What follows belongs to an exercise in optimizing a design on an open flow for small area, a short achievable clock period and few clock cycles; a production flow would make more cautious choices. Only simulation tests tie the RTL to the original design; equivalence was not proved. Power is estimated from default activity; no workload was simulated.

Setup of rev 12:
Design CHIP, start of the top module:
module CHIP(clk,
            rst_n,
            mem_wen_D,
            mem_addr_D,
            mem_wdata_D,
            mem_rdata_D,
            mem_addr_I,
            mem_rdata_I
    );
    input         clk, rst_n ;
    output        mem_wen_D  ;
    output [31:0] mem_addr_D ;
    output [31:0] mem_wdata_D;
    input  [31:0] mem_rdata_D;
    output [31:0] mem_addr_I ;
    input  [31:0] mem_rdata_I;
    reg  [31:0] pcF;
    reg  [31:0] irD;
    reg  [7:0]  pdD;            
    reg         vD;
    reg  [32:0] A;
    reg  [31:0] B, S;
    reg  [ 4:0] rdE;
    reg         wE, eAdd, eSub, eXor, eSlt, eSll, eSra, eLnk;
    reg         ldE, stE, brE, geE, jrE, mulE, divE;
    reg         fA, fB, fS;     
    reg         kE;             
    reg         dRun;           
    reg         dLast;          
    reg         dFast;          
    reg         dZero;          
    reg         dAl;            
    reg  [ 4:0] dCnt;
    reg  [31:0] R, WD;          
    reg  [31:0] MC;             
    reg  [ 4:0] rdM;
    reg         wM, stM, ldM, mulM;
    assign mem_addr_I  = pcF;
    assign mem_addr_D  = R;
  ...
Settings: LEC_CHECK=0, CAP_MARGIN=60, CORE_MARGIN=2, CORE_UTILIZATION=40, CTS_CLUSTER_DIAMETER=60, CTS_CLUSTER_SIZE=20, SLEW_MARGIN=60; clock period 16.5 ns.
run.sh (not shown) runs the stock make flow with config.mk's settings and CLKGATE_MAP_FILE= SYNTH_SCRIPT=/design/flow/synth_recipe.tcl, a recipe that flattens the netlist after the stock synthesis.
Rev 12 went all the way through synthesis, placement and routing and the layout is clean on timing, DRC and antenna.
Testbench counts of rev 12, summed over its fixed seeds: cycles 30,761.
> inputs changed (rev 12 -> rev 13)
==> flow/flow/run.sh (new file) <==
#!/bin/bash
# The standard layout, except that the input and output ports are buffered
# with buf_4 cells rather than the weakest buffer the placer would pick.
# Each ORFS step keeps its own log under orfs/logs/; make's whole output is
# also kept in flow_make.log here.
set -euo pipefail
bash standard.sh finish "BUFFER_PORTS_ARGS=-buffer_cell sky130_fd_sc_hd__buf_4" > flow_make.log 2>&1
==> flow/standard.sh (new file) <==
#!/bin/bash
# synth_recipe.tcl (not shown) runs the flow's synth.tcl, then flattens the netlist and writes it again
# the make line also repeats each setting of config.mk as NAME=value (left out here)
make -C /OpenROAD-flow-scripts/flow DESIGN_CONFIG=/design/flow/config.mk WORK_HOME=/design/flow/orfs CLKGATE_MAP_FILE= SYNTH_SCRIPT=/design/flow/synth_recipe.tcl "${@:-finish}"
removed: flow/run.sh
Notes after the runs:
Total CTS buffers (higher): rev 13. There was hardly any difference in combinational power between rev 12 and rev 13. Comparing rev 12 and rev 13, number of clock buffers in the layout is higher on rev 13. Design area of rev 13 is on par with rev 12. On top fanout value on the critical path: between rev 12 and rev 13, it ends up higher for rev 13.


CHIP, a different RTL version from the one above (not shown whole).
For scale: roughly 8400 cells after synthesis, roughly 1400 flip-flops, roughly 160 I/O pins, ~88000 sq um of cells after synthesis.
// CHIP
module CHIP(clk,
            rst_n,
            mem_wen_D,
            mem_addr_D,
            mem_wdata_D,
            mem_rdata_D,
            mem_addr_I,
            mem_rdata_I
    );
    input         clk, rst_n ;
    output        mem_wen_D  ;
    output [31:0] mem_addr_D ;
    output [31:0] mem_wdata_D;
    input  [31:0] mem_rdata_D;
    output [31:0] mem_addr_I ;
    input  [31:0] mem_rdata_I;
    reg  [31:0] pcF;
    reg  [31:0] irD;
    reg  [7:0]  pdD;            
    reg         vD;
    reg  [32:0] A;
    reg  [31:0] B, S;
    reg  [ 4:0] rdE;
    reg         wE, eAdd, eSub, eXor, eSlt, eSll, eSra, eLnk;
    reg         ldE, stE, brE, geE, jrE, mulE, divE;
    reg         fA, fB, fS;     
    reg         fA2, fB2;       
    reg         kE;             
    reg         dRun;           
    reg         dLast;          
    reg         dFast;          
    reg         dZero;          
    reg         dAl;            
    reg  [ 4:0] dCnt;
    reg  [31:0] R, AD, WD;      
    reg  [31:0] MC;             
    reg  [ 4:0] rdM;
    reg         wM, stM, ldM, mulM;
    assign mem_addr_I  = pcF;
    assign mem_addr_D  = AD;
    assign mem_wdata_D = WD;
    assign mem_wen_D   = stM;
    wire [6:0] op  = irD[6:0];
    wire [2:0] f3  = irD[14:12];
    wire [4:0] rs1 = irD[19:15];
    wire [4:0] rs2 = irD[24:20];
    wire [4:0] rd  = irD[11:7];
    function [7:0] predecode;
        input [6:0] o;
        begin
            predecode = {o[3],                               
                         o[6] & o[2] & ~o[3],                
                         o[6] & ~o[2],                       
                         ~o[6] & o[2],                       
                         ~o[6] & o[5] & o[4],                
                         ~o[6] & o[5] & ~o[4],               
                         ~o[6] & ~o[5] & o[4] & ~o[2],       
                         ~o[6] & ~o[5] & ~o[4] & ~o[2]};     
        end
    endfunction
    wire dJal   = pdD[7];
    wire dJalr  = pdD[6];
    wire dBr    = pdD[5];
    wire dAuipc = pdD[4];
    wire dR     = pdD[3];
    wire dSt    = pdD[2];
    wire dI     = pdD[1];
    wire dLd    = pdD[0];
    wire dMD    = dR & irD[25];
    wire dMul   = dMD & ~f3[2];
    wire dDiv   = dMD & f3[2];
  ...
clock: 16.5 ns
lec_check: 0
cap_margin: 60
core_margin: 2
core_utilization: 40
cts_cluster_diameter: 80
cts_cluster_size: 30
slew_margin: 60
Stock flow here: none of the scripts above is used.
Testbench counts at the start, summed over its fixed seeds: cycles 30,522.
Rerun with:
==> flow/flow/run.sh (new file) <==
#!/bin/bash
# The standard layout, except that the input and output ports are buffered
# with buf_4 cells rather than the weakest buffer the placer would pick.
# Each ORFS step keeps its own log under orfs/logs/; make's whole output is
# also kept in flow_make.log here.
set -euo pipefail
bash standard.sh finish "BUFFER_PORTS_ARGS=-buffer_cell sky130_fd_sc_hd__buf_4" > flow_make.log 2>&1
==> flow/standard.sh (new file) <==
#!/bin/bash
# synth_recipe.tcl (not shown) runs the flow's synth.tcl, then flattens the netlist and writes it again
# the make line also repeats each setting of config.mk as NAME=value (left out here)
make -C /OpenROAD-flow-scripts/flow DESIGN_CONFIG=/design/flow/config.mk WORK_HOME=/design/flow/orfs CLKGATE_MAP_FILE= SYNTH_SCRIPT=/design/flow/synth_recipe.tcl "${@:-finish}"
removed: flow/run.sh
Result: Die area stays the same; hold slack is worse by 0.0094 ns; worst setup slack is worse by 0.26 ns.


run a:
CHIP, a different RTL version from the one above (not shown whole).
Size in the first run: ~1300 flip-flops, ~0.085 mm^2 of cells after synthesis.
==> flow/config.mk <==
export PLATFORM = sky130hd
export DESIGN_NAME = CHIP
export DESIGN_NICKNAME = CHIP
export VERILOG_FILES = /design/flow/design.v
export SDC_FILE = /design/flow/constraint.sdc
export NUM_CORES = 8
export LEC_CHECK = 0
export CAP_MARGIN = 60
export CORE_MARGIN = 2
export CORE_UTILIZATION = 80
export CTS_CLUSTER_DIAMETER = 60
export CTS_CLUSTER_SIZE = 20
export SLEW_MARGIN = 60
==> flow/constraint.sdc <==
create_clock -name core_clock -period 16.5 [get_ports {clk}]
set_input_delay 3.3000 -clock core_clock [delete_from_list [all_inputs] [get_ports {clk}]]
set_output_delay 3.3000 -clock core_clock [all_outputs]
set_load 0.01 [all_outputs]
standard.sh (not shown) runs the stock make flow with config.mk's settings and CLKGATE_MAP_FILE= SYNTH_SCRIPT=/design/flow/synth_recipe.tcl, a recipe that flattens the netlist after the stock synthesis.
==> flow/flow/run.sh <==
#!/bin/bash
# The standard layout, except that the input and output ports are buffered
# with buf_4 cells rather than the weakest buffer the placer would pick.
# Each ORFS step keeps its own log under orfs/logs/; make's whole output is
# also kept in flow_make.log here.
set -euo pipefail
bash standard.sh finish "BUFFER_PORTS_ARGS=-buffer_cell sky130_fd_sc_hd__buf_4" > flow_make.log 2>&1
Flow for run a halted at 5_1_grt, error code GRT-0116.
Testbench counts of run a, summed over its fixed seeds: cycles 30,761.
Edits applied to the flow inputs when going from run a to run b:
Settings: CORE_UTILIZATION changed from 80 to 40.
- Run b finished every stage and its layout cleared the timing, DRC and antenna checks.
- Initial core utilization: run b vs run a down 40 points
- [compare] base=run a new=run b: post-detailed-placement half-perimeter wirelength climbed about 8%, pre-CTS worst setup slack shows an increase of 0.030 ns, flip-flop and latch count after synthesis held.
- From run b to run a, number of port buffers did not move at all.
- Diff run b..run a | maximum buffer depth of the clock tree | unchanged
- The run showing the smaller die outline width is run a.
- Note that the vertical die dimension recorded for run a amounts to 0.71 times the value seen in run b.


CHIP, a different RTL version from the one above (not shown whole).
Size: ~8100 cells after synthesis, ~1400 flip-flops, ~160 I/O pins, roughly 87000 um^2 of cells after synthesis.
==> flow/config.mk <==
export PLATFORM = sky130hd
export DESIGN_NAME = CHIP
export DESIGN_NICKNAME = CHIP
export VERILOG_FILES = /design/flow/design.v
export SDC_FILE = /design/flow/constraint.sdc
export NUM_CORES = 8
export LEC_CHECK = 0
export CAP_MARGIN = 60
export CORE_MARGIN = 2
export CORE_UTILIZATION = 40
export CTS_CLUSTER_DIAMETER = 60
export CTS_CLUSTER_SIZE = 20
export SLEW_MARGIN = 60
==> flow/constraint.sdc <==
create_clock -name core_clock -period 16.5 [get_ports {clk}]
set_input_delay 3.3000 -clock core_clock [delete_from_list [all_inputs] [get_ports {clk}]]
set_output_delay 3.3000 -clock core_clock [all_outputs]
set_load 0.01 [all_outputs]
Scripts as last shown in full above: flow/flow/run.sh
Testbench counts at the start, summed over its fixed seeds: cycles 30,761.
Edit:
==> flow/run.sh (new file) <==
#!/bin/bash
# synth_recipe.tcl (not shown) runs the flow's synth.tcl, then flattens the netlist and writes it again
# the make line also repeats each setting of config.mk as NAME=value (left out here)
make -C /OpenROAD-flow-scripts/flow DESIGN_CONFIG=/design/flow/config.mk WORK_HOME=/design/flow/orfs CLKGATE_MAP_FILE= SYNTH_SCRIPT=/design/flow/synth_recipe.tcl finish
removed: flow/flow/run.sh
removed: flow/standard.sh
The changed run finished clean; clock power falls by about 2%; non-clock buffer count went down by 10; via count hardly moves; critical path depth came out lower by 20; global-route usage rose by 0.18 points; final cell count is about the same; clock-buffer cell count rises by 2; worst setup slack loses 0.036 ns.

[what the ideal ports hide]
The results above use ideal ports. As a check the final layouts listed here were re-extracted and re-timed, cells and wires unchanged. Step 1 (the two cells are an assumption about what drives the block):
set clk [get_ports {clk}]
set_driving_cell -lib_cell sky130_fd_sc_hd__clkbuf_16 $clk
set_driving_cell -lib_cell sky130_fd_sc_hd__buf_2 [delete_from_list [all_inputs] $clk]
Step 2 times the ports against the registers' clock, not the clock port: input delays grow and output delays shrink by t, the midpoint of the rising clock arrivals with the driver on. Three values: no drivers, after step 1, after step 2; two values: the first two.
run	t, ns	slack for setup (ns)	latest minus earliest clock arrival (ns)
rev 12	0.914	10.895 / 10.809 / 10.647	0.086 / 0.086
rev 13	0.948	11.304 / 11.226 / 10.946	0.131 / 0.132
the first run of note 2	0.892	11.057 / 10.990 / 10.237	0.111 / 0.111
the second run of note 2	0.895	10.794 / 10.794 / 10.778	0.079 / 0.080
run b	0.911	11.336 / 11.247 / 10.874	0.116 / 0.115
the first run of note 4	0.933	10.957 / 10.957 / 10.878	0.137 / 0.137
the second run of note 4	0.945	10.921 / 10.823 / 10.612	0.106 / 0.106
After both steps setup and hold are still met in every run listed. The setup slack of the first run of note 2, which loses most, moves by -0.067 ns with the drivers and by -0.820 ns with both steps.
